This design comes from an exercise in tuning for small area, a short achievable clock period and few clock cycles on the open sky130 flow, not from production work. Only simulation tests tie the RTL to the original design; equivalence was not proved. Power is estimated from default activity; no workload was simulated.

File: flow/config.mk
export PLATFORM = sky130hd
export DESIGN_NAME = cpu
export DESIGN_NICKNAME = cpu
export VERILOG_FILES = /design/flow/design.v
export SDC_FILE = /design/flow/constraint.sdc
export NUM_CORES = 4
export LEC_CHECK = 0
export CAP_MARGIN = 20
export CORE_MARGIN = 2
export CORE_UTILIZATION = 40
export CTS_BUF_LIST = sky130_fd_sc_hd__clkbuf_4 sky130_fd_sc_hd__clkbuf_8
export PLACE_DENSITY = 0.6
export SETUP_SLACK_MARGIN = 5
export SLEW_MARGIN = 20
export TNS_END_PERCENT = 0
File: flow/constraint.sdc
create_clock -name core_clock -period 8.0 [get_ports {CLK}]
set_input_delay 1.6000 -clock core_clock [delete_from_list [all_inputs] [get_ports {CLK}]]
set_output_delay 1.6000 -clock core_clock [all_outputs]
set_load 0.01 [all_outputs]
File: flow/design.v
module cpu (
  output [15:0] imem_addr,
  input  [15:0] imem_rdata,
  output [15:0] dmem_addr,
  input  [15:0] dmem_rdata,
  output [15:0] dmem_wdata,
  output        dmem_write,
  input         start,
  input         stop,
  input         CLK,
  input         RSTN
  );
  reg  [15:0] pc;         
  reg         run;        
  reg  [15:0] ir;         
  reg         rv;         
  reg  [15:0] ra, rb;     
  reg         e_st;       
  reg         e_wen;      
  reg         e_mlt;      
  reg         e_ml2;      
  reg  [15:0] mq;         
  reg         e_ld, e_sgt;
  reg  [2:0]  e_dst;
  reg  [127:0] rf;        
  reg  [7:0]  zf;         
  reg         e_add;      
  wire [1:0] op = ir[15:14];
  wire [2:0] fd = ir[13:11];
  wire [2:0] fs = ir[10:8];
  wire [2:0] ft = ir[7:5];
  wire [4:0] fn = ir[4:0];
  wire [15:0] imm = {{8{ir[7]}}, ir[7:0]};
  wire op0   = (op == 2'b00);
  wire d_st  = op0 & (fd == 3'b000) & (fn == 5'b00000);
  wire d_ld  = op0 & (ft == 3'b000) & (fn == 5'b00001);
  wire d_add = op0 & (fn == 5'b00010);
  wire d_sgt = op0 & (fn == 5'b00100);
  wire d_mlt = op0 & (fn == 5'b00101);
  wire d_li  = (op == 2'b01) & (fs == 3'b000);
  wire d_b   = (op == 2'b10) & (fd == 3'b000) & (fs == 3'b000);
  wire d_bnz = (op == 2'b10) & (fd == 3'b001);
  wire d_bz  = (op == 2'b10) & (fd == 3'b010);
  wire [15:0] sum = ra + rb;
  reg [15:0] cg, cl;
  integer q, r;
  always @* begin
    cg = ra & ~rb;
    cl = ~ra & rb;
    for (q = 1; q < 16; q = q * 2)
      for (r = 15; r >= 0; r = r - 1)
        if ((r % (2 * q)) == (2 * q - 1)) begin
          cg[r] = cg[r] | (~cl[r] & cg[r - q]);
          cl[r] = cl[r] | (~cg[r] & cl[r - q]);
        end
  end
  wire gt = cg[15];
  wire [15:0] res = ({16{e_ld}} & dmem_rdata) | {16{e_sgt & gt}} | ({16{e_add}} & sum);
  wire z_add = ((ra ^ rb) == {ra[14:0] | rb[14:0], 1'b0});
  wire z_ex  = e_sgt ? ~gt : z_add;
  wire [15:0] m1_s, m1_c, m2_s, m2_c;
  wire as1 = (rb[0] & ra[6]) ^ (rb[1] & ra[5]);
  wire ac2 = (rb[0] & ra[6]) & (rb[1] & ra[5]);
  wire as3 = (rb[0] & ra[7]) ^ (rb[1] & ra[6]) ^ (rb[2] & ra[5]);
  wire ac4 = ((rb[0] & ra[7]) & (rb[1] & ra[6])) | ((rb[0] & ra[7]) & (rb[2] & ra[5])) | ((rb[1] & ra[6]) & (rb[2] & ra[5]));
  wire as5 = (rb[3] & ra[4]) ^ (rb[4] & ra[3]);
  wire ac6 = (rb[3] & ra[4]) & (rb[4] & ra[3]);
  wire as7 = (rb[0] & ra[8]) ^ (rb[1] & ra[7]) ^ (rb[2] & ra[6]);
  wire ac8 = ((rb[0] & ra[8]) & (rb[1] & ra[7])) | ((rb[0] & ra[8]) & (rb[2] & ra[6])) | ((rb[1] & ra[7]) & (rb[2] & ra[6]));
  wire as9 = (rb[3] & ra[5]) ^ (rb[4] & ra[4]) ^ (rb[5] & ra[3]);
  wire ac10 = ((rb[3] & ra[5]) & (rb[4] & ra[4])) | ((rb[3] & ra[5]) & (rb[5] & ra[3])) | ((rb[4] & ra[4]) & (rb[5] & ra[3]));
  wire as11 = (rb[0] & ra[9]) ^ (rb[1] & ra[8]) ^ (rb[2] & ra[7]);
  wire ac12 = ((rb[0] & ra[9]) & (rb[1] & ra[8])) | ((rb[0] & ra[9]) & (rb[2] & ra[7])) | ((rb[1] & ra[8]) & (rb[2] & ra[7]));
  wire as13 = (rb[3] & ra[6]) ^ (rb[4] & ra[5]) ^ (rb[5] & ra[4]);
  wire ac14 = ((rb[3] & ra[6]) & (rb[4] & ra[5])) | ((rb[3] & ra[6]) & (rb[5] & ra[4])) | ((rb[4] & ra[5]) & (rb[5] & ra[4]));
  wire as15 = (rb[0] & ra[10]) ^ (rb[1] & ra[9]) ^ (rb[2] & ra[8]);
  wire ac16 = ((rb[0] & ra[10]) & (rb[1] & ra[9])) | ((rb[0] & ra[10]) & (rb[2] & ra[8])) | ((rb[1] & ra[9]) & (rb[2] & ra[8]));
  wire as17 = (rb[3] & ra[7]) ^ (rb[4] & ra[6]) ^ (rb[5] & ra[5]);
  wire ac18 = ((rb[3] & ra[7]) & (rb[4] & ra[6])) | ((rb[3] & ra[7]) & (rb[5] & ra[5])) | ((rb[4] & ra[6]) & (rb[5] & ra[5]));
  wire as19 = (rb[0] & ra[11]) ^ (rb[1] & ra[10]) ^ (rb[2] & ra[9]);
  wire ac20 = ((rb[0] & ra[11]) & (rb[1] & ra[10])) | ((rb[0] & ra[11]) & (rb[2] & ra[9])) | ((rb[1] & ra[10]) & (rb[2] & ra[9]));
  wire as21 = (rb[3] & ra[8]) ^ (rb[4] & ra[7]) ^ (rb[5] & ra[6]);
  wire ac22 = ((rb[3] & ra[8]) & (rb[4] & ra[7])) | ((rb[3] & ra[8]) & (rb[5] & ra[6])) | ((rb[4] & ra[7]) & (rb[5] & ra[6]));
  wire as23 = (rb[0] & ra[12]) ^ (rb[1] & ra[11]) ^ (rb[2] & ra[10]);
  wire ac24 = ((rb[0] & ra[12]) & (rb[1] & ra[11])) | ((rb[0] & ra[12]) & (rb[2] & ra[10])) | ((rb[1] & ra[11]) & (rb[2] & ra[10]));
  wire as25 = (rb[3] & ra[9]) ^ (rb[4] & ra[8]) ^ (rb[5] & ra[7]);
  wire ac26 = ((rb[3] & ra[9]) & (rb[4] & ra[8])) | ((rb[3] & ra[9]) & (rb[5] & ra[7])) | ((rb[4] & ra[8]) & (rb[5] & ra[7]));
  wire as27 = (rb[0] & ra[13]) ^ (rb[1] & ra[12]) ^ (rb[2] & ra[11]);
  wire ac28 = ((rb[0] & ra[13]) & (rb[1] & ra[12])) | ((rb[0] & ra[13]) & (rb[2] & ra[11])) | ((rb[1] & ra[12]) & (rb[2] & ra[11]));
  wire as29 = (rb[3] & ra[10]) ^ (rb[4] & ra[9]) ^ (rb[5] & ra[8]);
  wire ac30 = ((rb[3] & ra[10]) & (rb[4] & ra[9])) | ((rb[3] & ra[10]) & (rb[5] & ra[8])) | ((rb[4] & ra[9]) & (rb[5] & ra[8]));
  wire as31 = (rb[0] & ra[14]) ^ (rb[1] & ra[13]) ^ (rb[2] & ra[12]);
  wire ac32 = ((rb[0] & ra[14]) & (rb[1] & ra[13])) | ((rb[0] & ra[14]) & (rb[2] & ra[12])) | ((rb[1] & ra[13]) & (rb[2] & ra[12]));
  wire as33 = (rb[3] & ra[11]) ^ (rb[4] & ra[10]) ^ (rb[5] & ra[9]);
  wire ac34 = ((rb[3] & ra[11]) & (rb[4] & ra[10])) | ((rb[3] & ra[11]) & (rb[5] & ra[9])) | ((rb[4] & ra[10]) & (rb[5] & ra[9]));
  wire as35 = (rb[0] & ra[15]) ^ (rb[1] & ra[14]) ^ (rb[2] & ra[13]);
  wire as37 = (rb[3] & ra[12]) ^ (rb[4] & ra[11]) ^ (rb[5] & ra[10]);
  wire as39 = (rb[0] & ra[4]) ^ (rb[1] & ra[3]);
  wire ac40 = (rb[0] & ra[4]) & (rb[1] & ra[3]);
  wire as41 = (rb[0] & ra[5]) ^ (rb[1] & ra[4]) ^ (rb[2] & ra[3]);
  wire ac42 = ((rb[0] & ra[5]) & (rb[1] & ra[4])) | ((rb[0] & ra[5]) & (rb[2] & ra[3])) | ((rb[1] & ra[4]) & (rb[2] & ra[3]));
  wire as43 = (rb[3] & ra[2]) ^ (rb[4] & ra[1]);
  wire ac44 = (rb[3] & ra[2]) & (rb[4] & ra[1]);
  wire as45 = (rb[2] & ra[4]) ^ (rb[3] & ra[3]) ^ (rb[4] & ra[2]);
  wire ac46 = ((rb[2] & ra[4]) & (rb[3] & ra[3])) | ((rb[2] & ra[4]) & (rb[4] & ra[2])) | ((rb[3] & ra[3]) & (rb[4] & ra[2]));
  wire as47 = (rb[5] & ra[1]) ^ (rb[6] & ra[0]) ^ as1;
  wire ac48 = ((rb[5] & ra[1]) & (rb[6] & ra[0])) | ((rb[5] & ra[1]) & as1) | ((rb[6] & ra[0]) & as1);
  wire as49 = (rb[5] & ra[2]) ^ (rb[6] & ra[1]) ^ (rb[7] & ra[0]);
  wire ac50 = ((rb[5] & ra[2]) & (rb[6] & ra[1])) | ((rb[5] & ra[2]) & (rb[7] & ra[0])) | ((rb[6] & ra[1]) & (rb[7] & ra[0]));
  wire as51 = as3 ^ as5 ^ ac2;
  wire ac52 = (as3 & as5) | (as3 & ac2) | (as5 & ac2);
  wire as53 = (rb[6] & ra[2]) ^ (rb[7] & ra[1]) ^ as7;
  wire ac54 = ((rb[6] & ra[2]) & (rb[7] & ra[1])) | ((rb[6] & ra[2]) & as7) | ((rb[7] & ra[1]) & as7);
  wire as55 = as9 ^ ac4 ^ ac6;
  wire ac56 = (as9 & ac4) | (as9 & ac6) | (ac4 & ac6);
  wire as57 = (rb[6] & ra[3]) ^ (rb[7] & ra[2]) ^ as11;
  wire ac58 = ((rb[6] & ra[3]) & (rb[7] & ra[2])) | ((rb[6] & ra[3]) & as11) | ((rb[7] & ra[2]) & as11);
  wire as59 = as13 ^ ac8 ^ ac10;
  wire ac60 = (as13 & ac8) | (as13 & ac10) | (ac8 & ac10);
  wire as61 = (rb[6] & ra[4]) ^ (rb[7] & ra[3]) ^ as15;
  wire ac62 = ((rb[6] & ra[4]) & (rb[7] & ra[3])) | ((rb[6] & ra[4]) & as15) | ((rb[7] & ra[3]) & as15);
  wire as63 = as17 ^ ac12 ^ ac14;
  wire ac64 = (as17 & ac12) | (as17 & ac14) | (ac12 & ac14);
  wire as65 = (rb[6] & ra[5]) ^ (rb[7] & ra[4]) ^ as19;
  wire ac66 = ((rb[6] & ra[5]) & (rb[7] & ra[4])) | ((rb[6] & ra[5]) & as19) | ((rb[7] & ra[4]) & as19);
  wire as67 = as21 ^ ac16 ^ ac18;
  wire ac68 = (as21 & ac16) | (as21 & ac18) | (ac16 & ac18);
  wire as69 = (rb[6] & ra[6]) ^ (rb[7] & ra[5]) ^ as23;
  wire ac70 = ((rb[6] & ra[6]) & (rb[7] & ra[5])) | ((rb[6] & ra[6]) & as23) | ((rb[7] & ra[5]) & as23);
  wire as71 = as25 ^ ac20 ^ ac22;
  wire ac72 = (as25 & ac20) | (as25 & ac22) | (ac20 & ac22);
  wire as73 = (rb[6] & ra[7]) ^ (rb[7] & ra[6]) ^ as27;
  wire ac74 = ((rb[6] & ra[7]) & (rb[7] & ra[6])) | ((rb[6] & ra[7]) & as27) | ((rb[7] & ra[6]) & as27);
  wire as75 = as29 ^ ac24 ^ ac26;
  wire ac76 = (as29 & ac24) | (as29 & ac26) | (ac24 & ac26);
  wire as77 = (rb[6] & ra[8]) ^ (rb[7] & ra[7]) ^ as31;
  wire ac78 = ((rb[6] & ra[8]) & (rb[7] & ra[7])) | ((rb[6] & ra[8]) & as31) | ((rb[7] & ra[7]) & as31);
  wire as79 = as33 ^ ac28 ^ ac30;
  wire ac80 = (as33 & ac28) | (as33 & ac30) | (ac28 & ac30);
  wire as81 = (rb[6] & ra[9]) ^ (rb[7] & ra[8]) ^ as35;
  wire as83 = as37 ^ ac32 ^ ac34;
  wire as85 = (rb[0] & ra[3]) ^ (rb[1] & ra[2]);
  wire ac86 = (rb[0] & ra[3]) & (rb[1] & ra[2]);
  wire as87 = (rb[2] & ra[2]) ^ (rb[3] & ra[1]) ^ (rb[4] & ra[0]);
  wire ac88 = ((rb[2] & ra[2]) & (rb[3] & ra[1])) | ((rb[2] & ra[2]) & (rb[4] & ra[0])) | ((rb[3] & ra[1]) & (rb[4] & ra[0]));
  wire as89 = (rb[5] & ra[0]) ^ as41 ^ as43;
  wire ac90 = ((rb[5] & ra[0]) & as41) | ((rb[5] & ra[0]) & as43) | (as41 & as43);
  wire as91 = as45 ^ as47 ^ ac42;
  wire ac92 = (as45 & as47) | (as45 & ac42) | (as47 & ac42);
  wire as93 = as49 ^ as51 ^ ac46;
  wire ac94 = (as49 & as51) | (as49 & ac46) | (as51 & ac46);
  wire as95 = as53 ^ as55 ^ ac50;
  wire ac96 = (as53 & as55) | (as53 & ac50) | (as55 & ac50);
  wire as97 = as57 ^ as59 ^ ac54;
  wire ac98 = (as57 & as59) | (as57 & ac54) | (as59 & ac54);
  wire as99 = as61 ^ as63 ^ ac58;
  wire ac100 = (as61 & as63) | (as61 & ac58) | (as63 & ac58);
  wire as101 = as65 ^ as67 ^ ac62;
  wire ac102 = (as65 & as67) | (as65 & ac62) | (as67 & ac62);
  wire as103 = as69 ^ as71 ^ ac66;
  wire ac104 = (as69 & as71) | (as69 & ac66) | (as71 & ac66);
  wire as105 = as73 ^ as75 ^ ac70;
  wire ac106 = (as73 & as75) | (as73 & ac70) | (as75 & ac70);
  wire as107 = as77 ^ as79 ^ ac74;
  wire ac108 = (as77 & as79) | (as77 & ac74) | (as79 & ac74);
  wire as109 = as81 ^ as83 ^ ac78;
  wire as111 = (rb[0] & ra[2]) ^ (rb[1] & ra[1]);
  wire ac112 = (rb[0] & ra[2]) & (rb[1] & ra[1]);
  wire as113 = (rb[2] & ra[1]) ^ (rb[3] & ra[0]) ^ as85;
  wire ac114 = ((rb[2] & ra[1]) & (rb[3] & ra[0])) | ((rb[2] & ra[1]) & as85) | ((rb[3] & ra[0]) & as85);
  wire as115 = as39 ^ as87 ^ ac86;
  wire ac116 = (as39 & as87) | (as39 & ac86) | (as87 & ac86);
  wire as117 = ac40 ^ as89 ^ ac88;
  wire ac118 = (ac40 & as89) | (ac40 & ac88) | (as89 & ac88);
  wire as119 = ac44 ^ as91 ^ ac90;
  wire ac120 = (ac44 & as91) | (ac44 & ac90) | (as91 & ac90);
  wire as121 = ac48 ^ as93 ^ ac92;
  wire ac122 = (ac48 & as93) | (ac48 & ac92) | (as93 & ac92);
  wire as123 = ac52 ^ as95 ^ ac94;
  wire ac124 = (ac52 & as95) | (ac52 & ac94) | (as95 & ac94);
  wire as125 = ac56 ^ as97 ^ ac96;
  wire ac126 = (ac56 & as97) | (ac56 & ac96) | (as97 & ac96);
  wire as127 = ac60 ^ as99 ^ ac98;
  wire ac128 = (ac60 & as99) | (ac60 & ac98) | (as99 & ac98);
  wire as129 = ac64 ^ as101 ^ ac100;
  wire ac130 = (ac64 & as101) | (ac64 & ac100) | (as101 & ac100);
  wire as131 = ac68 ^ as103 ^ ac102;
  wire ac132 = (ac68 & as103) | (ac68 & ac102) | (as103 & ac102);
  wire as133 = ac72 ^ as105 ^ ac104;
  wire ac134 = (ac72 & as105) | (ac72 & ac104) | (as105 & ac104);
  wire as135 = ac76 ^ as107 ^ ac106;
  wire ac136 = (ac76 & as107) | (ac76 & ac106) | (as107 & ac106);
  wire as137 = ac80 ^ as109 ^ ac108;
  assign m1_s = {as137, as135, as133, as131, as129, as127, as125, as123, as121, as119, as117, as115, as113, (rb[2] & ra[0]), (rb[0] & ra[1]), (rb[0] & ra[0])};
  assign m1_c = {ac136, ac134, ac132, ac130, ac128, ac126, ac124, ac122, ac120, ac118, ac116, ac114, ac112, as111, (rb[1] & ra[0]), 1'b0};
  wire bs139 = ra[15] ^ rb[15];
  wire bs141 = ra[12] ^ rb[12];
  wire bc142 = ra[12] & rb[12];
  wire bs143 = ra[13] ^ rb[13] ^ (mq[0] & mq[13]);
  wire bc144 = (ra[13] & rb[13]) | (ra[13] & (mq[0] & mq[13])) | (rb[13] & (mq[0] & mq[13]));
  wire bs145 = (mq[1] & mq[12]) ^ (mq[2] & mq[11]);
  wire bc146 = (mq[1] & mq[12]) & (mq[2] & mq[11]);
  wire bs147 = ra[14] ^ rb[14] ^ (mq[0] & mq[14]);
  wire bc148 = (ra[14] & rb[14]) | (ra[14] & (mq[0] & mq[14])) | (rb[14] & (mq[0] & mq[14]));
  wire bs149 = (mq[1] & mq[13]) ^ (mq[2] & mq[12]) ^ (mq[3] & mq[11]);
  wire bc150 = ((mq[1] & mq[13]) & (mq[2] & mq[12])) | ((mq[1] & mq[13]) & (mq[3] & mq[11])) | ((mq[2] & mq[12]) & (mq[3] & mq[11]));
  wire bs151 = (mq[4] & mq[10]) ^ (mq[5] & mq[9]);
  wire bc152 = (mq[4] & mq[10]) & (mq[5] & mq[9]);
  wire bs153 = (mq[0] & mq[15]) ^ (mq[1] & mq[14]) ^ (mq[2] & mq[13]);
  wire bs155 = (mq[3] & mq[12]) ^ (mq[4] & mq[11]) ^ (mq[5] & mq[10]);
  wire bs157 = (mq[6] & mq[9]) ^ (mq[7] & mq[8]) ^ bs139;
  wire bs159 = ra[10] ^ rb[10];
  wire bc160 = ra[10] & rb[10];
  wire bs161 = ra[11] ^ rb[11] ^ (mq[0] & mq[11]);
  wire bc162 = (ra[11] & rb[11]) | (ra[11] & (mq[0] & mq[11])) | (rb[11] & (mq[0] & mq[11]));
  wire bs163 = (mq[1] & mq[10]) ^ (mq[2] & mq[9]);
  wire bc164 = (mq[1] & mq[10]) & (mq[2] & mq[9]);
  wire bs165 = (mq[0] & mq[12]) ^ (mq[1] & mq[11]) ^ (mq[2] & mq[10]);
  wire bc166 = ((mq[0] & mq[12]) & (mq[1] & mq[11])) | ((mq[0] & mq[12]) & (mq[2] & mq[10])) | ((mq[1] & mq[11]) & (mq[2] & mq[10]));
  wire bs167 = (mq[3] & mq[9]) ^ (mq[4] & mq[8]) ^ bs141;
  wire bc168 = ((mq[3] & mq[9]) & (mq[4] & mq[8])) | ((mq[3] & mq[9]) & bs141) | ((mq[4] & mq[8]) & bs141);
  wire bs169 = (mq[3] & mq[10]) ^ (mq[4] & mq[9]) ^ (mq[5] & mq[8]);
  wire bc170 = ((mq[3] & mq[10]) & (mq[4] & mq[9])) | ((mq[3] & mq[10]) & (mq[5] & mq[8])) | ((mq[4] & mq[9]) & (mq[5] & mq[8]));
  wire bs171 = bs143 ^ bs145 ^ bc142;
  wire bc172 = (bs143 & bs145) | (bs143 & bc142) | (bs145 & bc142);
  wire bs173 = (mq[6] & mq[8]) ^ bs147 ^ bs149;
  wire bc174 = ((mq[6] & mq[8]) & bs147) | ((mq[6] & mq[8]) & bs149) | (bs147 & bs149);
  wire bs175 = bs151 ^ bc144 ^ bc146;
  wire bc176 = (bs151 & bc144) | (bs151 & bc146) | (bc144 & bc146);
  wire bs177 = bs153 ^ bs155 ^ bs157;
  wire bs179 = bc148 ^ bc150 ^ bc152;
  wire bs181 = ra[9] ^ rb[9];
  wire bc182 = ra[9] & rb[9];
  wire bs183 = (mq[0] & mq[10]) ^ (mq[1] & mq[9]) ^ (mq[2] & mq[8]);
  wire bc184 = ((mq[0] & mq[10]) & (mq[1] & mq[9])) | ((mq[0] & mq[10]) & (mq[2] & mq[8])) | ((mq[1] & mq[9]) & (mq[2] & mq[8]));
  wire bs185 = (mq[3] & mq[8]) ^ bs161 ^ bs163;
  wire bc186 = ((mq[3] & mq[8]) & bs161) | ((mq[3] & mq[8]) & bs163) | (bs161 & bs163);
  wire bs187 = bs165 ^ bs167 ^ bc162;
  wire bc188 = (bs165 & bs167) | (bs165 & bc162) | (bs167 & bc162);
  wire bs189 = bs169 ^ bs171 ^ bc166;
  wire bc190 = (bs169 & bs171) | (bs169 & bc166) | (bs171 & bc166);
  wire bs191 = bs173 ^ bs175 ^ bc170;
  wire bc192 = (bs173 & bs175) | (bs173 & bc170) | (bs175 & bc170);
  wire bs193 = bs177 ^ bs179 ^ bc174;
  wire bs195 = ra[8] ^ rb[8];
  wire bc196 = ra[8] & rb[8];
  wire bs197 = (mq[0] & mq[9]) ^ (mq[1] & mq[8]) ^ bs181;
  wire bc198 = ((mq[0] & mq[9]) & (mq[1] & mq[8])) | ((mq[0] & mq[9]) & bs181) | ((mq[1] & mq[8]) & bs181);
  wire bs199 = bs159 ^ bs183 ^ bc182;
  wire bc200 = (bs159 & bs183) | (bs159 & bc182) | (bs183 & bc182);
  wire bs201 = bc160 ^ bs185 ^ bc184;
  wire bc202 = (bc160 & bs185) | (bc160 & bc184) | (bs185 & bc184);
  wire bs203 = bc164 ^ bs187 ^ bc186;
  wire bc204 = (bc164 & bs187) | (bc164 & bc186) | (bs187 & bc186);
  wire bs205 = bc168 ^ bs189 ^ bc188;
  wire bc206 = (bc168 & bs189) | (bc168 & bc188) | (bs189 & bc188);
  wire bs207 = bc172 ^ bs191 ^ bc190;
  wire bc208 = (bc172 & bs191) | (bc172 & bc190) | (bs191 & bc190);
  wire bs209 = bc176 ^ bs193 ^ bc192;
  assign m2_s = {bs209, bs207, bs205, bs203, bs201, bs199, bs197, (mq[0] & mq[8]), ra[7], ra[6], ra[5], ra[4], ra[3], ra[2], ra[1], ra[0]};
  assign m2_c = {bc208, bc206, bc204, bc202, bc200, bc198, bc196, bs195, rb[7], rb[6], rb[5], rb[4], rb[3], rb[2], rb[1], rb[0]};
  wire [15:0] rf_s = rf[{fs, 4'b0000} +: 16];
  wire [15:0] rf_t = rf[{ft, 4'b0000} +: 16];
  wire fwd_s = e_wen & (e_dst == fs);
  wire fwd_t = e_wen & (e_dst == ft);
  wire busy = e_mlt | e_ml2;
  wire sa_f = ~busy & ~d_li & fwd_s;
  wire sa_r = ~busy & ~d_li & ~fwd_s & ~zf[fs];
  wire sb_i = ~busy & d_li;
  wire sb_f = ~busy & ~d_li & fwd_t;
  wire sb_r = ~busy & ~d_li & ~fwd_t & ~zf[ft];
  wire [15:0] ra_d = ({16{e_mlt}} & m1_s) | ({16{e_ml2}} & m2_s) |
                     ({16{sa_f}} & res) | ({16{sa_r}} & rf_s);
  wire [15:0] rb_d = ({16{e_mlt}} & m1_c) | ({16{e_ml2}} & m2_c) |
                     ({16{sb_f}} & res) | ({16{sb_r}} & rf_t) | ({16{sb_i}} & imm);
  wire hazard = (d_bnz | d_bz) & e_wen & e_ld & (e_dst == fs);
  wire issue  = rv & run & ~busy & ~hazard;
  wire fetch  = ~rv | issue;
  wire tk1 = issue & (d_b | d_bz);
  wire tk0 = issue & (d_b | d_bnz);
  wire [8:0]  lo_t   = {1'b0, pc[7:0]} + {1'b0, ir[7:0]};
  wire [8:0]  lo_i   = {1'b0, pc[7:0]} + 9'd1;
  wire [7:0]  hi_inc = pc[15:8] + 8'd1;
  wire [7:0]  hi_dec = pc[15:8] - 8'd1;
  wire [15:0] pc_inc = {lo_i[8] ? hi_inc : pc[15:8], lo_i[7:0]};
  wire [15:0] target = {(lo_t[8] & ~ir[7]) ? hi_inc :
                        (~lo_t[8] & ir[7]) ? hi_dec : pc[15:8], lo_t[7:0]};
  wire [15:0] pc_n  = fetch ? pc_inc : pc;
  wire [15:0] pc_z1 = tk1 ? target : pc_n;
  wire [15:0] pc_z0 = tk0 ? target : pc_n;
  wire        rv_z1 = ~tk1 & (rv | fetch);
  wire        rv_z0 = ~tk0 & (rv | fetch);
  wire [15:0] pc_r  = zf[fs] ? pc_z1 : pc_z0;
  wire        rv_r  = zf[fs] ? rv_z1 : rv_z0;
  wire [15:0] pc_d  = ~fwd_s ? pc_r : z_ex ? pc_z1 : pc_z0;
  wire        rv_d  = ~fwd_s ? rv_r : z_ex ? rv_z1 : rv_z0;
  always @(posedge CLK or negedge RSTN) begin
    if (!RSTN) begin
      pc    <= 16'h0000;
      run   <= 1'b0;
      rv    <= 1'b0;
      e_st  <= 1'b0;
      e_wen <= 1'b0;
      e_mlt <= 1'b0;
      e_ml2 <= 1'b0;
      zf    <= 8'hff;
    end else begin
      if (start)
        run <= 1'b1;
      else if (stop)
        run <= 1'b0;
      pc <= pc_d;
      rv <= rv_d;
      e_st  <= issue & d_st;
      e_wen <= (issue & (d_ld | d_add | d_sgt | d_li)) | e_ml2;
      e_mlt <= issue & d_mlt;
      e_ml2 <= e_mlt;
      if (e_wen) begin
        zf[e_dst]   <= e_ld ? (dmem_rdata == 16'h0000) : z_ex;
      end
    end
  end
  always @(posedge CLK) begin
    if (fetch)
      ir <= imem_rdata;
    ra <= ra_d;
    rb <= rb_d;
    mq <= {ra[7:0], rb[15:8]};
    if (busy) begin
      e_ld  <= 1'b0;
      e_sgt <= 1'b0;
      e_add <= 1'b1;
    end else begin
      e_ld  <= d_ld;
      e_sgt <= d_sgt;
      e_add <= ~d_ld & ~d_sgt;
      e_dst <= fd;
    end
  end
  genvar i;
  generate
    for (i = 0; i < 8; i = i + 1) begin : g_rf
      always @(posedge CLK) begin
        if (e_wen && e_dst == i)
          rf[16*i +: 16] <= res;
      end
    end
  endgenerate
  assign imem_addr  = pc;
  assign dmem_addr  = ra;
  assign dmem_wdata = rb;
  assign dmem_write = e_st;
endmodule
File: flow/flow/run.sh
#!/bin/bash
# The standard layout (standard.sh) with two changes:
#  - the port buffers are plain buf_1 cells rather than the delay buffers
#    buffer_ports picks itself;
#  - synthesis leaves adders to ABC instead of first extracting full and
#    half adder cells (ADDER_MAP_FILE empty), which maps the multiplier trees
#    and adders both smaller and faster. Registers are untouched by this.
set -euo pipefail
export BUFFER_PORTS_ARGS="-buffer_cell sky130_fd_sc_hd__buf_1"
bash standard.sh ADDER_MAP_FILE= finish > standard.log 2>&1
File: flow/standard.sh
#!/bin/bash
# synth_recipe.tcl (not shown) runs the flow's synth.tcl, then flattens the netlist and writes it again
# the make line also repeats each setting of config.mk as NAME=value (left out here)
make -C /OpenROAD-flow-scripts/flow DESIGN_CONFIG=/design/flow/config.mk WORK_HOME=/design/flow/orfs CLKGATE_MAP_FILE= SYNTH_SCRIPT=/design/flow/synth_recipe.tcl "${@:-finish}"
==> notes.md, run 1 <==
DP Wirelength 30670 µm; Max FO, Critical Path 11; Worst Hold Class flop to flop; RR Endpoint pc[10]; total track usage 0.2359; final period utilization 0.4017; largest area contributor in the netlist edfxtp_1; drt total wl 46330 µm; Synth Cell Area 14930 µm²; slew margin rel. 0.3272; final hold slack 0.4424 ns; Yosys reg bits 228; detailed-route DRC error count 0; clock root cell clkbuf_8; initial antenna violation count 0; clk buf depth 3; ANT cells 0; Seq/Total Area, Yosys 0.4149; placed cell area 15730 µm²; Layout area overhead 18.21%; vias in the first global route between 10000 and 15000; gpl congestion 0.9465; leakage 6.162 nW; flop2flop setup slack 4.79 ns; Worst Path Arrival 3.70 ns; fin crit period 3.214 ns; CP Launch Type flop; num ports 85; TritonCTS clock tree built; Power Density 307.2 nW/µm²; routed vias about 12000; worst setup path start rb[8]; Core ar. 36700 µm²; post-synth cell types 80; Peak VDD IR ~0.13 mV; setup TNS 0 ns; Adder-Cell Fraction of Synth Area 0.04835; status finished clean; Synth Instances about 1400; layout cells sized above 1 0.2393; GRT overflow 0; largest net degree at the start of global routing between 40 and 50; Row Count 70; Synth top cells by count nand2_1 (179), xnor2_1 (170), edfxtp_1 (147); Post-Place Cells 1880; Clock Skew 0.03280 ns; mux cell area share after synthesis 0.1384; synthesized area per cell 10.72 µm²; Compound-Gate Fraction of Synth Area 0.1083; Initial Util 0.4069; ys flop type edfxtp_1; CP endpoint pc[10]; required time at the worst-slack endpoint 8.49 ns; clock sink count 228; H-tree Lvls 2; final hold viol count 0; Final ANT Viol Nets 0; CP Class flop to flop; clock slew at the register clock pins of the worst setup and hold paths around 0.060 ns; Avg WL per Cell 23.10 µm; maximum operating frequency 311.2 MHz; reg2reg path depth 8; final instance area 17650 µm²; Nets 1542; top cell type's share of synthesized area 0.2956; post-synthesis async set-or-reset flop share 0.1316; first-pass GRT wire length 69650 µm; Crit. End Element flop; Syn. warnings 1; CTS Buf Count 41; count leader, synth nand2_1; Area contributors post-synth edfxtp_1 (30%), mux4_2 (10%), xnor2_1 (10%); Post-Synth XOR/XNOR Area 0.1402; Die Wd 197.2 µm; Slew @ Worst Pin 1.001 ns; Via-to-Cell Ratio around 6.0; drt first pass iters 8; Slew Limit Fails 0; PortBufs 84; fill cell count 3326; maxcap violations 0; Die H 197.2 µm; Post-synth EDFFs 147; clk latency of the worst-skew pair 0.58 ns; final setup vio count 0; simple-gate share of the synthesized area 0.1143; Starting DRT DRC Count 1345; hold buffer count at CTS 0; DIE AREA 38890 µm²; syn nets 1429; Layout Cells excl Fill 2006; RSZ-0062 raised after global routing yes; largest family of logic cells by synthesized area XOR/XNOR gates; launch point of the worst reg-to-reg path rb[8]
-- power by group --
| group | switching [mW] | total [mW] | leakage [nW] | internal, mW |
|---|---|---|---|---|
| Sequential | 0.214 | 1.69 | 2.13 | 1.48 |
| Combinational | 1.49 | 2.58 | 3.57 | 1.09 |
| Clock | 0.508 | 1.15 | 0.459 | 0.645 |
-- metrics by stage --
step                      power (mW)  setup WS (ns)  utilization
after global placement         3.983          3.904       0.4286
after floorplan                3.316          4.948            -
after global routing           5.676          4.724       0.4810
final                          5.423          4.786       0.4810
after detailed placement       4.006          3.810       0.4286
after CTS                      5.338          4.839       0.4744
-- registers in the layout, summed over array words and instances, names as in the netlist, 3 cells and up --
name and cells:
ir 16, ra 16, mq 16, pc 16, zf 8, e_dst 3, rf 128, rb 16
-- metal layers --
layer	GRT usage	share of wire	wire, µm
met4	0.08800	0.035	1634
met5	0	0	0
met2	0.3790	0.47	21570
met3	0.04456	0.088	4057
met1	0.3177	0.41	19060
-- cells by family after synthesis --
group	count (synthesis)
AO/OA/AOI/OAI	231
multiplexers	118
adder cells (fa/ha/maj)	72
AND/OR/NAND/NOR	371
XOR/XNOR	235
flip-flops	228
buffers and inverters	138
-- what timing repair did --
action                                  in CTS  in global routing
endpoints found under the setup margin     221                188
resized for setup                          118                 33
gates cloned                                 3                  0
pin swaps                                   16                 13
buffers inserted                            35                 13
-- layout make-up --
class,count,area [µm²],area share
flip-flops and latches,228,6272,0.3553
multi-input cells,1027,8633,0.4891
clock inverters,11,93.84,0.005316
well taps,468,585.6,0.03317
inverters,45,181.4,0.01028
repair buffers,163,1124,0.06365
clock buffers,64,762.0,0.04317
-- worst min-delay path by stage --
stage	startpoint	slack [ns]	end	cells past startpoint
after floorplan	rb[8]	0.39	mq[0]	0
after global placement	rb[15]	0.44	mq[7]	0
after detailed placement	rb[15]	0.44	mq[7]	0
after CTS	rb[12]	0.42	mq[4]	0
after global routing	rb[13]	0.44	mq[5]	0
final	rb[12]	0.44	mq[4]	0
-- cell usage in the layout (no fill, tap or decap), drive strengths merged, types with 11 or more instances in the layout --
| master | n |
|---|---|
| a221oi | 20 |
| edfxtp | 147 |
| clkbuf | 65 |
| nand4 | 11 |
| maj3 | 72 |
| xor2 | 62 |
| mux2 | 28 |
| nand3 | 20 |
| dfxtp | 51 |
| o221ai | 12 |
| a21oi | 44 |
| nand2b | 17 |
| mux2i | 22 |
| nand2 | 179 |
| and2 | 17 |
| inv | 45 |
| mux4 | 68 |
| xnor2 | 171 |
| nor2 | 66 |
| dfrtp | 22 |
| o21ai | 54 |
| a222oi | 17 |
| nor3 | 17 |
| buf | 159 |
-- critical path: stages (launching register included) --
cell,delay [ns]
dfxtp_1,0.71
a2111oi_0,0.21
or4_1,0.53
or4_4,0.46
o211a_2,0.19
a211oi_4,0.37
nor3_4,0.12
or2_4,0.28
a221oi_2,0.25
Testbench counts, summed over its fixed seeds: cycles 33,795.
==> run 2, diff against run 1 <==
==> flow/flow/run.sh (replaced) <==
#!/bin/bash
# The standard layout (standard.sh), except that the port buffers are
# plain buf_1 cells rather than the delay buffers buffer_ports picks itself.
set -euo pipefail
export BUFFER_PORTS_ARGS="-buffer_cell sky130_fd_sc_hd__buf_1"
bash standard.sh > standard.log 2>&1
--- a/flow/config.mk
+++ b/flow/config.mk
@@ -9,5 +9,5 @@
 export CORE_MARGIN = 2
-export CORE_UTILIZATION = 40
+export CORE_UTILIZATION = 55
 export CTS_BUF_LIST = sky130_fd_sc_hd__clkbuf_4 sky130_fd_sc_hd__clkbuf_8
-export PLACE_DENSITY = 0.6
+export PLACE_DENSITY = 0.7
 export SETUP_SLACK_MARGIN = 5
==> run 2 against run 1 <==
Sequential power down 5%; first-iteration DRC count up 1.9%; critical endpoint is now pc[14]; still clean; maximum frequency down 3.8%; utilization up 16 points; cell area down 2.3%.
==> notes.md, run 2 <==
clock slew at the register clock pins of the worst setup and hold paths 0.06 ns; clock root cell clkbuf_8; Synth Cell Area 15050 µm²; maxcap violations 0; maximum operating frequency 299.4 MHz; final setup vio count 0; final period utilization 0.4176; final instance area ~17000 µm²; Synth top cells by count edfxtp_1 (147), inv_1 (118), nand2_1 (112); ys flop type edfxtp_1; Post-synth EDFFs ~150; status finished clean; vias in the first global route 11000; H-tree Lvls 2; detailed-route DRC error count 0; Max FO, Critical Path 7; clk latency of the worst-skew pair ~0.56 ns; slowest CP cell or4_1; internal power 2.683 mW; initial antenna violation count 0; Worst Path Arrival ~3.8 ns; final core occ 0.6414; first-pass GRT wire length 64780 µm; largest area contributor in the netlist edfxtp_1; max reg flops 128; drt total wl 41970 µm; Syn. warnings 1; Final ANT Viol Nets 0; synthesized area per cell 11.81 µm²; gpl congestion 0.9396; required time at the worst-slack endpoint 8.41 ns; Die H 169.4 µm; Seq/Total Area, Yosys 0.4118; Clk pwr share 0.275; post-synth cell types 74; Slew @ Worst Pin 1.081 ns; Avg WL per Cell 23.69 µm; Largest stage delay, worst path 0.62 ns; num ports 85; Yosys reg bits 228; Layout area overhead 14.57%; setup TNS 0 ns; final total power 4.230 mW; Largest Register rf; Area contributors post-synth edfxtp_1 (29%), fa_1 (11%), mux4_2 (10%); drt first pass iters 7; power share of the combinational group 0.343; routed vias 11040; final hold viol count 0; clock sink count 228; Initial Util 0.5598; fin crit period 3.340 ns; top cell type's share of synthesized area 0.2934; crit-path leading delay family simple AND/OR/NAND/NOR gates; TritonCTS clock tree built; M1 WL ~17000 µm; syn nets roughly 1500; Crit. End Element flop; switch share 0.3657; Core ar. 26880 µm²; most frequent cells in the layout edfxtp_1 (147), nand2_1 (112), inv_1 (100), nor2_1 (96); area of the multi-input gates between 8000 and 9000 µm²; Row Count 60; slew margin rel. 0.2796; Slew Limit Fails 0; Power Density 245.4 nW/µm²; Starting DRT DRC Count around 1400; Die Wd around 170 µm; setup ws final 4.660 ns; PortBufs 84; Met2 Routed Length 19700 µm; most common cell after layout, fill and taps aside edfxtp_1; leakage ~6.6 nW; RSZ-0062 raised after global routing yes; post-synthesis async set-or-reset flop share 0.1316; dpl ws 3.881 ns; total track usage 0.2986; DIE AREA around 29000 µm²; DP Wirelength 28930 µm; critical-path cell list clkinvlp_4, ha_2, xor2_1, nand4_1, or4_1, mux2i_1, nor3b_1, o31ai_1, a2bb2oi_1, o21ai_0; Nets 1603; GRT overflow 0; largest net degree at the start of global routing 39; Via-to-Cell Ratio ~6.2; placed cell area around 16000 µm²; Peak VDD IR between 0.1 and 0.15 mV; register area 6276 µm²; Synth Instances 1274; CTS Buf Count 40; ANT cells 0; Worst Hold Class flop to flop; WP buf/inv 1; Clock Skew 0.01791 ns; Sw Pwr 1.547 mW; fill cell count 2038; count leader, synth edfxtp_1; routed length on met3 3635 µm; layout cells sized above 1 0.2208; clk buf depth 3; CP Class flop to flop; Top Metal Used met4; CP Launch Type flop; Seq pwr share 0.382
## run 2: cell types whose count changed in the layout (fill, tap and decap cells not counted), sizes merged, moves of 20 or more
cell	before	now
xor2	62	37
xnor2	171	44
ha	0	87
buf	159	137
fa	0	80
mux2	28	7
o21ai	54	34
nand2	179	113
nor2	66	111
inv	45	118
maj3	72	0
## run 2: cell type report
| type | count | area share |
|---|---|---|
| multi-input combinational | 868 | 0.4868 |
| sequential | 228 | 0.3641 |
| timing repair buffer | 138 | 0.04370 |
| clock buffer | 48 | 0.03615 |
| inverter | 123 | 0.03085 |
| tap | 341 | 0.02475 |
| clock inverter | 25 | 0.01336 |
| timing repair inverter | 1 | 0.0003629 |
## run 2: cells by family after synthesis
group / synth area share
AOI/OAI and AO/OA: 0.08799
xor gates and xnor gates: 0.04765
adders and majority gates: 0.1788
buffers and inverters: 0.04657
DFF: 0.4118
muxes: 0.1243
and+or+nand+nor: 0.1029
## run 2: worst paths after layout
check,startpoint,to,slack [ns],cells past startpoint
worst min-delay path,rb[14],mq[6],0.40,0
max in group asynchronous,RSTN,pc[3],6.32,1
worst min register to register,rb[14],mq[6],0.40,0
worst max register to register,ra[7],pc[14],4.66,10
min in group asynchronous,RSTN,rv,1.15,1
worst max-delay path,ra[7],pc[14],4.66,10
## run 2: timing repair
item	CTS	global route
hold buffers	0	0
endpoints found under the setup margin	189	185
setup buffers	45	0
pin swaps	18	0
gates resized for setup	100	8
cloned	1	0
## run 2: metrics by stage
| stage | hold slack [ns] | instances |
|---|---|---|
| final | 0.4024 | 1772 |
| after global routing | 0.4154 | 1772 |
| after CTS | 0.4082 | 1772 |
| after detailed placement | 0.4190 | 1653 |
| after global placement | 0.4150 | 1653 |
| after floorplan | 0.3487 | 1274 |
## run 2: power groups by stage
stage               clock network, mW  logic (mW)  registers [mW]
floorplan                           0       0.925            1.59
global route                     1.22        1.59            1.63
detailed placement                  0        1.29            1.64
CTS                              1.17        1.42            1.61
finish                           1.16        1.45            1.61
global placement                    0        1.27            1.64
## run 2: layer usage
layer,track usage,vias up
li1,-,4836
met1,0.4154,5530
met2,0.4728,558
met3,0.05737,115
met4,0.1067,0
met5,0,-
==> run 3, diff against run 2 <==
--- a/flow/config.mk
+++ b/flow/config.mk
@@ -9,5 +9,6 @@
 export CORE_MARGIN = 2
-export CORE_UTILIZATION = 55
+export CORE_UTILIZATION = 40
 export CTS_BUF_LIST = sky130_fd_sc_hd__clkbuf_4 sky130_fd_sc_hd__clkbuf_8
-export PLACE_DENSITY = 0.7
+export CTS_CLUSTER_SIZE = 30
+export PLACE_DENSITY = 0.6
 export SETUP_SLACK_MARGIN = 5
==> run 3 against run 2 <==
Global-route usage shrank 7.6 points; cell area grew 0.83%; via count shrank 3.2%; largest power group unchanged; highest routed layer unchanged.
==> notes.md, run 3 <==
Seq/Total Area, Yosys 0.4118; Largest stage delay, worst path 0.51 ns; synthesized area per cell 11.81 µm²; flop2flop setup slack 4.70 ns; total track usage 0.2224; Clock Skew 0.04450 ns; max reg flops 128; final setup vio count 0; hold buffer count at CTS 0; required time at the worst-slack endpoint 8.44 ns; reg2reg path depth 13; slowest CP cell fa_1; internal power 2.659 mW; Post-synth EDFFs 147; simple-gate share of the synthesized area 0.1029; post-synthesis async set-or-reset flop share 0.1316; mux cell area share after synthesis 0.1243; clk latency of the worst-skew pair about 0.58 ns; Slew Limit Fails 0; largest net degree at the start of global routing 39; leakage about 6.5 nW; GRT overflow 0; setup ws final 4.696 ns; Power Density 241.0 nW/µm²; Worst Hold Class flop to flop; ANT cells 0; Row Count 71; worst hold stages 0; RR Endpoint ra[15]; Layout area overhead 15.52%; CP Class flop to flop; routed vias 10680; Final ANT Viol Nets 0; Via-to-Cell Ratio 5.639; placed cell area 15880 µm²; worst setup path start rb[4]; Max FO, Critical Path 11; Syn. warnings 1; final instance area ~17000 µm²; clock sink count around 230; DIE AREA 39180 µm²; critical-path cell list inv_6, nor2_2, fa_1, inv_1, fa_1, fa_2, xor2_2, xnor2_2, xnor2_1, xnor2_1, xnor2_1, a221oi_2, o21ai_1; Seq pwr share 0.386; Avg WL per Cell 22.52 µm; Largest Register rf; initial antenna violation count 0; slew margin rel. 0.2587; final hold slack just over 0.4 ns; count leader, synth edfxtp_1; RSZ-0062 raised after global routing yes; switch share 0.3653; clk buf depth 3; maximum operating frequency 302.7 MHz; Crit. End Element flop; Synth Cell Area 15050 µm²; H-tree Lvls 2; dpl ws 3.826 ns; power share of the combinational group 0.344; fill cell count between 3000 and 4000; syn nets 1477; Die H 197.9 µm; DP Wirelength about 30000 µm; launch point of the worst reg-to-reg path rb[4]; Starting DRT DRC Count ~850; Core ar. 37310 µm²; maxcap violations 0; most frequent cells in the layout edfxtp_1 (147), nand2_1 (112), nor2_1 (102), inv_1 (99), ha_1 (84); Initial Util 0.4033; final hold viol count 0; final period utilization 0.4129; Nets between 1500 and 2000; ys flop type edfxtp_1; Synth top cells by count edfxtp_1 (147), inv_1 (118), nand2_1 (112); post-synth cell types 74; CP Launch Type flop; drt total wl 42650 µm; setup TNS 0 ns; Slew @ Worst Pin 1.110 ns; Peak VDD IR 0.1064 mV; Compound-Gate Fraction of Synth Area 0.08798; Area contributors post-synth edfxtp_1 (29%), fa_1 (11%), mux4_2 (10%); largest family of logic cells by synthesized area adder cells; num ports 85; Post-Synth XOR/XNOR Area 0.04765; Die Wd around 200 µm; worst hold endpoint mq[0]; drt first pass iters 5; Synth Instances roughly 1300; most frequent CP cell xnor2_1; status finished clean; largest area contributor in the netlist edfxtp_1; Adder-Cell Fraction of Synth Area 0.1788; top cell type's share of synthesized area 0.2934; clock slew at the register clock pins of the worst setup and hold paths 0.06 ns; Worst Path Arrival 3.75 ns; gpl congestion slightly above 0.9; final core occ 0.4658; PortBufs 84; TritonCTS clock tree built; first-pass GRT wire length 65230 µm; fin crit period 3.304 ns; Hold Crit Start rb[8]; Sw Pwr 1.530 mW; most common cell after layout, fill and taps aside edfxtp_1; vias in the first global route between 10000 and 15000; Clk pwr share 0.270; Yosys reg bits 228; detailed-route DRC error count 0; layout cells sized above 1 0.2169; CTS Buf Count 40; clock root cell clkbuf_8
==> run 3: repair_timing <==
item | CTS | global route
setup endpoints to repair | 189 | 185
hold endpoints to repair | 0 | 0
pin swaps | 11 | 5
gates resized for setup | 80 | 29
setup buffers | 29 | 6
==> run 3: worst max-delay path: cells and delay by family (launching register included) <==
| kind | cells | cell delay, ns |
|---|---|---|
| fa+ha+maj | 3 | 1.38 |
| xor+xnor | 5 | 0.79 |
| flops | 1 | 0.39 |
| compound gates | 2 | 0.39 |
| buf+inv | 2 | 0.19 |
| simple gates | 1 | 0.06 |
==> run 3: kinds of logic (layout without fill, tap and decap cells) <==
logic type / count (synthesis) / after routing
mux: 101 / 101
simple gates: 336 / 336
fa+ha+maj: 167 / 167
xor+xnor: 81 / 81
flops: 228 / 228
compound gates: 183 / 183
buf+inv: 178 / 324
==> run 3: metal layers <==
metal  wire (µm)  GRT usage
met5           0          0
met4        1470    0.08577
met3        2506    0.03509
met2       20480     0.3655
met1       18190     0.2968
==> run 3: how the worst max path moves through the flow <==
stage,endpoint
floorplan,ra[13]
global placement,zf[3]
detailed placement,zf[3]
CTS,ra[15]
global route,ra[15]
finish,ra[15]
==> run 3: metrics by stage <==
stage / total power, mW / instances
after floorplan: 2.518 / 1274
after global placement: 2.928 / 1788
after detailed placement: 2.949 / 1788
after CTS: 4.185 / 1888
after global routing: 4.432 / 1894
final: 4.189 / 1894
==> run 3: area by class of cell <==
type                            instances  area [µm²]  area share
Multi-Input combinational cell        868        8451      0.4862
Tap cell                              474       593.1     0.03412
Inverter                              123       528.0     0.03038
Clock inverter                         20       187.7     0.01080
Timing Repair Buffer                  130       698.2     0.04017
Clock buffer                           51       645.6     0.03715
Sequential cell                       228        6277      0.3612
==> run 3: power groups by stage <==
stage / Clock [mW] / Sequential, mW / Combinational [mW]
after global routing: 1.21 / 1.63 / 1.59
after CTS: 1.16 / 1.62 / 1.41
after global placement: 0 / 1.64 / 1.29
final: 1.13 / 1.62 / 1.44
after floorplan: 0 / 1.59 / 0.925
after detailed placement: 0 / 1.64 / 1.31
==> run 4, diff against run 3 <==
--- a/flow/config.mk
+++ b/flow/config.mk
@@ -11,3 +11,2 @@
 export CTS_BUF_LIST = sky130_fd_sc_hd__clkbuf_4 sky130_fd_sc_hd__clkbuf_8
-export CTS_CLUSTER_SIZE = 30
 export PLACE_DENSITY = 0.6
==> run 4 against run 3 <==
Largest cell class unchanged; final cell count unchanged; via count unchanged; register-to-register slack about the same; still clean on timing, DRC and antenna; count of clock-buffer cells in the layout stayed put; sequential share of layout area unchanged; clock power about the same; critical endpoint unchanged; total power unchanged; non-clock buffer count unchanged; sequential cell count is the same; setup slack unchanged.
==> notes.md, run 4 <==
TritonCTS clock tree built; most frequent cells in the layout edfxtp_1 (147), nand2_1 (112), nor2_1 (102), inv_1 (99), ha_1 (84); Initial Util 0.4033; Area contributors post-synth edfxtp_1 (29%), fa_1 (11%), mux4_2 (10%); CP Launch Type flop; setup ws final 4.696 ns; routed vias 10680; Row Count 71; critical path depth 13; num ports 85; Slew Limit Fails 0; layout cells sized above 1 0.2169; Die H roughly 200 µm; final hold viol count 0; worst setup path start rb[4]; Slew @ Worst Pin 1.110 ns; CP Class flop to flop; clk buf depth 3; Power Density 241.0 nW/µm²; met1 GRT Util 0.2968; DIE AREA 39180 µm²; Yosys reg bits ~230; crit-path leading delay family adder cells; Post-synth EDFFs 147; Via-to-Cell Ratio roughly 5.6; drt total wl 42650 µm; Seq/Total Area, Yosys 0.4118; ANT cells 0; post-synthesis async set-or-reset flop share 0.1316; CP endpoint ra[15]; RR Endpoint ra[15]; Max FO, Critical Path 11; clock root cell clkbuf_8; Synth Cell Area 15050 µm²; Synth Instances around 1300; GRT busiest layer met2; count leader, synth edfxtp_1; top cell type's share of synthesized area 0.2934; Largest stage delay, worst path ~0.51 ns; total track usage 0.2224; Worst Hold Class flop to flop; setup TNS 0 ns; CTS Buf Count 40; most frequent CP cell xnor2_1; required time at the worst-slack endpoint 8.44 ns; dpl ws 3.826 ns; post-synth cell types 74; DP Wirelength roughly 30000 µm; Synth top cells by count edfxtp_1 (147), inv_1 (118), nand2_1 (112); synthesized area per cell roughly 12 µm²; Core ar. between 30000 and 40000 µm²; hold buffer count at CTS 0; Peak VDD IR between 0.1 and 0.15 mV; most common cell after layout, fill and taps aside edfxtp_1; H-tree Lvls 2; fin crit period 3.304 ns; Worst Path Arrival approximately 3.8 ns; Clock Skew 0.04450 ns; status finished clean; ys flop type edfxtp_1; Final ANT Viol Nets 0; maximum operating frequency between 300 and 400 MHz; GRT overflow 0; Die Wd roughly 200 µm; final total power 4.189 mW; reg2reg path depth 13; clock sink count 228; Crit. End Element flop; RSZ-0062 raised after global routing yes; max reg flops 128; met3 Usage GRT 0.03509; flop2flop setup slack about 4.7 ns; final period utilization 0.4129; vias in the first global route 10870; clk latency of the worst-skew pair about 0.58 ns; grt met2 use 0.3655; Starting DRT DRC Count 847; Syn. warnings 1; slew margin rel. 0.2587; leakage around 6.5 nW; syn nets 1477; Nets between 1500 and 2000; detailed-route DRC error count 0; PortBufs 84; WP buf/inv 2; drt first pass iters 5; gpl congestion ~0.91; launch point of the worst reg-to-reg path rb[4]; largest net degree at the start of global routing 39; clock slew at the register clock pins of the worst setup and hold paths 0.06 ns; slowest CP cell fa_1; largest area contributor in the netlist edfxtp_1; Layout area overhead 15.52%; Largest Register rf; final setup vio count 0; initial antenna violation count 0; maxcap violations 0; critical-path cell list inv_6, nor2_2, fa_1, inv_1, fa_1, fa_2, xor2_2, xnor2_2, xnor2_1, xnor2_1, xnor2_1, a221oi_2, o21ai_1; first-pass GRT wire length 65230 µm; Avg WL per Cell 22.52 µm
run 4: cell counts in the layout (fill, tap and decap cells not counted):
No cell type changed its count.
run 4: logic make-up (layout without fill, tap and decap cells):
logic type / count (synthesis) / after routing / synth area share
buffers and inverters: 178 / 324 / 0.04657
AO/OA/AOI/OAI: 183 / 183 / 0.08799
flip-flops: 228 / 228 / 0.4118
adder cells (fa/ha/maj): 167 / 167 / 0.1788
AND/OR/NAND/NOR: 336 / 336 / 0.1029
XOR/XNOR: 81 / 81 / 0.04765
multiplexers: 101 / 101 / 0.1243
run 4: worst reg2reg max path: cells and delay by family (launching register included):
family                   cells  cell delay (ns)
AO/OA/AOI/OAI                2             0.39
AND/OR/NAND/NOR              1             0.06
buffers and inverters        2             0.19
adder cells (fa/ha/maj)      3             1.38
XOR/XNOR                     5             0.79
flip-flops                   1             0.39
run 4: how the worst min path moves through the flow:
| stage | start | end | slack [ns] | cells after the start |
|---|---|---|---|---|
| global placement | rb[15] | mq[7] | 0.40 | 0 |
| CTS | rb[15] | mq[7] | 0.42 | 0 |
| global route | rb[8] | mq[0] | 0.42 | 0 |
| floorplan | e_mlt | e_ml2 | 0.35 | 0 |
| detailed placement | rb[15] | mq[7] | 0.40 | 0 |
| finish | rb[8] | mq[0] | 0.41 | 0 |
run 4: report_power, final:
| group | switching [mW] | total (mW) | internal (mW) |
|---|---|---|---|
| combinational | 0.855 | 1.44 | 0.587 |
| clock | 0.498 | 1.13 | 0.632 |
| sequential | 0.176 | 1.62 | 1.44 |
| total | 1.53 | 4.19 | 2.66 |
run 4: metal layers:
layer,vias up,routed length [µm]
li1,4818,-
met1,5453,18190
met2,322,20480
met3,88,2506
met4,0,1470
met5,-,0
run 4: through the flow:
stage	area (µm²)	util	cells	hold slack (ns)
6_report	17380	0.4658	1894	0.4127
4_1_cts	17220	0.4615	1888	0.4174
3_5_place_dp	15880	0.4257	1788	0.4045
5_1_grt	17380	0.4658	1894	0.4207
2_1_floorplan	15150	-	1274	0.3487
3_3_place_gp	15880	0.4257	1788	0.3972
run 4: area by class of cell:
| type | instances | area, µm² |
|---|---|---|
| inverter | 123 | 528.0 |
| sequential | 228 | 6277 |
| clock inverter | 20 | 187.7 |
| fill | 3409 | 19930 |
| multi-input combinational | 868 | 8451 |
| clock buffer | 51 | 645.6 |
| tap | 474 | 593.1 |
| timing repair buffer | 130 | 698.2 |
run 4: what timing repair did:
action,CTS,global route
setup buffers,29,6
gates resized for setup,80,29
endpoints found under the setup margin,189,185
pin swaps,11,5
==> run 5, diff against run 4 <==
--- a/flow/config.mk
+++ b/flow/config.mk
@@ -10,3 +10,4 @@
 export CORE_UTILIZATION = 40
-export CTS_BUF_LIST = sky130_fd_sc_hd__clkbuf_4 sky130_fd_sc_hd__clkbuf_8
+export CTS_BUF_LIST = sky130_fd_sc_hd__clkbuf_8
+export CTS_CLUSTER_SIZE = 40
 export PLACE_DENSITY = 0.6
==> run 5 against run 4 <==
Routed wire length unchanged; synthesized cell count unchanged; clock skew up 0.0042 ns; combinational power hardly changed; sequential share of layout area is 0.080 points higher; still clean on timing, DRC and antenna; count of clock-buffer cells in the layout fell by 9; critical path type unchanged; critical path depth unchanged; die area unchanged; global-route usage unchanged; setup slack got worse by 0.0027 ns.
==> notes.md, run 5 <==
syn nets 1477; synthesized area per cell 11.81 µm²; Synth Cell Area 15050 µm²; drt first pass iters 5; worst hold endpoint mq[0]; Die Wd 197.9 µm; final instance area 17350 µm²; Die H approximately 200 µm; required time at the worst-slack endpoint 8.44 ns; launch point of the worst reg-to-reg path rb[4]; Worst Hold Class flop to flop; initial antenna violation count 0; gpl congestion 0.9106; CTS Buf Count 40; Power Density between 200 and 250 nW/µm²; setup TNS 0 ns; power share of the combinational group 0.348; drt total wl about 43000 µm; RR Endpoint ra[15]; ys flop type edfxtp_1; vias in the first global route 10870; Slew @ Worst Pin between 1 and 1.5 ns; met1 GRT Util 0.2968; most common cell after layout, fill and taps aside edfxtp_1; GRT busiest layer met2; status finished clean; CP Class flop to flop; switch share 0.3693; Starting DRT DRC Count 839; final setup vio count 0; DP Wirelength about 30000 µm; DIE AREA 39180 µm²; H-tree Lvls 2; clk latency of the worst-skew pair roughly 0.58 ns; maxcap violations 0; fin crit period between 3 and 4 ns; area of the multi-input gates roughly 8500 µm²; Worst Path Arrival 3.75 ns; Post-synth EDFFs 147; most frequent cells in the layout edfxtp_1 (147), nand2_1 (112), inv_1 (108), nor2_1 (102), ha_1 (84); final period utilization 0.4133; Clock Skew 0.04868 ns; Layout area overhead 15.31%; detailed-route DRC error count 0; Hold Crit Start rb[8]; count leader, synth edfxtp_1; first-pass GRT wire length 65230 µm; Largest stage delay, worst path slightly above 0.5 ns; Area contributors post-synth edfxtp_1 (29%), fa_1 (11%), mux4_2 (10%); Final ANT Viol Nets 0; ANT cells 0; Row Count 71; layout cells sized above 1 0.2106; met3 Usage GRT 0.03509; clk buf depth 3; final hold slack 0.4098 ns; Via-to-Cell Ratio 5.634; Initial Util 0.4033; Core ar. between 30000 and 40000 µm²; Nets 1594; post-synthesis async set-or-reset flop share 0.1316; routed vias 10670; slowest CP cell fa_1; crit-path leading delay family adder cells; RSZ-0062 raised after global routing yes; Syn. warnings 1; clock slew at the register clock pins of the worst setup and hold paths roughly 0.06 ns; critical-path cell list inv_6, nor2_2, fa_1, inv_1, fa_1, fa_2, xor2_2, xnor2_2, xnor2_1, xnor2_1, xnor2_1, a221oi_2, o21ai_1; GRT overflow 0; final hold viol count 0; register area 6280 µm²; worst hold stages 0; Sw Pwr 1.532 mW; Largest Register rf; flop2flop setup slack 4.69 ns; top cell type's share of synthesized area 0.2934; maximum operating frequency 302.5 MHz; internal power 2.617 mW; max reg flops 128; CP Launch Type flop; reg2reg path depth 13; grt met2 use 0.3655; num ports 85; hold buffer count at CTS 0; Clk pwr share 0.262; TritonCTS clock tree built; largest net degree at the start of global routing 39; Synth Instances 1274; clock sink count 228; Crit. End Element flop; PortBufs 84; most frequent CP cell xnor2_1; largest area contributor in the netlist edfxtp_1; post-synth cell types 74; WP buf/inv 2; Max FO, Critical Path 11; slew margin rel. 0.2500; leakage about 6.5 nW; Avg WL per Cell 22.52 µm; Seq/Total Area, Yosys 0.4118; Peak VDD IR 0.1064 mV; fill cell count 3417; placed cell area roughly 16000 µm²; Yosys reg bits 228; Slew Limit Fails 0; Synth top cells by count edfxtp_1 (147), inv_1 (118), nand2_1 (112); total track usage 0.2224; Seq pwr share 0.390; clock root cell clkbuf_8
## run 5: cell counts after synthesis
Identical to the previous run, type by type.
## run 5: worst register-to-register path: stages, from the launching register on
cell and delay, ns:
dfxtp_4 0.39, inv_6 0.13, nor2_2 0.07, fa_1 0.51, inv_1 0.06, fa_1 0.47, fa_2 0.40, xor2_2 0.20
xnor2_2 0.14, xnor2_1 0.18, xnor2_1 0.16, xnor2_1 0.11, a221oi_2 0.29, o21ai_1 0.10
## run 5: routing by layer
metal	vias up	part of all wire
met5	-	0
li1	4818	-
met4	0	0.034
met2	336	0.48
met3	84	0.056
met1	5433	0.43
## run 5: how the worst max path moves through the flow
stage          depth (start not counted)  endpoint     startpoint
4_1_cts                               13    ra[15]          rb[5]
6_report                              13    ra[15]          rb[4]
5_1_grt                               13    ra[15]          rb[4]
3_5_place_dp                           6     zf[3]  dmem_rdata[4]
2_1_floorplan                         10    ra[13]          rb[0]
3_3_place_gp                           6     zf[3]  dmem_rdata[4]
## run 5: kinds of logic (layout without fill, tap and decap cells)
logic type	count (synthesis)	in the layout	share of synthesized area
AOI/OAI and AO/OA	183	183	0.08799
xor gates and xnor gates	81	81	0.04765
adders and majority gates	167	167	0.1788
buffers and inverters	178	324	0.04657
DFF	228	228	0.4118
muxes	101	101	0.1243
and+or+nand+nor	336	336	0.1029
## run 5: power groups by stage
| stage | sequential (mW) | clock, mW | combinational [mW] |
|---|---|---|---|
| after floorplan | 1.59 | 0 | 0.925 |
| after global placement | 1.64 | 0 | 1.29 |
| after detailed placement | 1.64 | 0 | 1.31 |
| after CTS | 1.62 | 1.12 | 1.41 |
| after global routing | 1.63 | 1.16 | 1.59 |
| final | 1.62 | 1.09 | 1.44 |
## run 5: cell type report
| cell class | instances | area share |
|---|---|---|
| sequential | 228 | 0.3620 |
| clock inverter | 29 | 0.01277 |
| clock buffer | 42 | 0.03332 |
| inverter | 123 | 0.03043 |
| multi-input combinational | 868 | 0.4871 |
| timing repair buffer | 130 | 0.04024 |
| tap | 474 | 0.03418 |
## run 5: repair_timing
item	4_1_cts	5_1_grt
endpoints found under the setup margin	189	185
setup buffers	29	6
pin swaps	11	5
endpoints found under the hold margin	0	0
gates resized for setup	81	29
## run 5: through the flow
stage                     total power, mW  setup WS, ns  std cells  utilization
after global routing                4.390         4.606       1894       0.4650
after CTS                           4.144         4.707       1888       0.4607
final                               4.149         4.694       1894       0.4650
after global placement              2.928         3.821       1788       0.4257
after floorplan                     2.518         4.902       1274            -
after detailed placement            2.949         3.826       1788       0.4257

-- afterwards: timing with drivers on the ports --
In the flow no input, the clock included, has a driving cell. The finished layouts below were timed again as built, in two steps.
Step 1 assumes that a clkbuf_16 drives the clock port and a buf_2 every other input.
Step 2 moves the port delays by t, midway between the first and last clock arrival at a register: inputs arrive t later, outputs are due t later. That takes back most of the time a late clock gives input paths.
Slacks: ideal ports / drivers / drivers and shift; pairs: ideal ports / drivers.
run	t (ns)	slack for setup (ns)	pins driven straight from the clock port
run 1	0.617	4.786 / 4.786 / 4.515	1
run 2	0.597	4.660 / 4.660 / 4.268	1
run 3	0.611	4.696 / 4.696 / 4.205	1
run 4	0.611	4.696 / 4.696 / 4.205	1
run 5	0.611	4.694 / 4.694 / 4.221	1
After both steps every run listed still meets setup and hold.
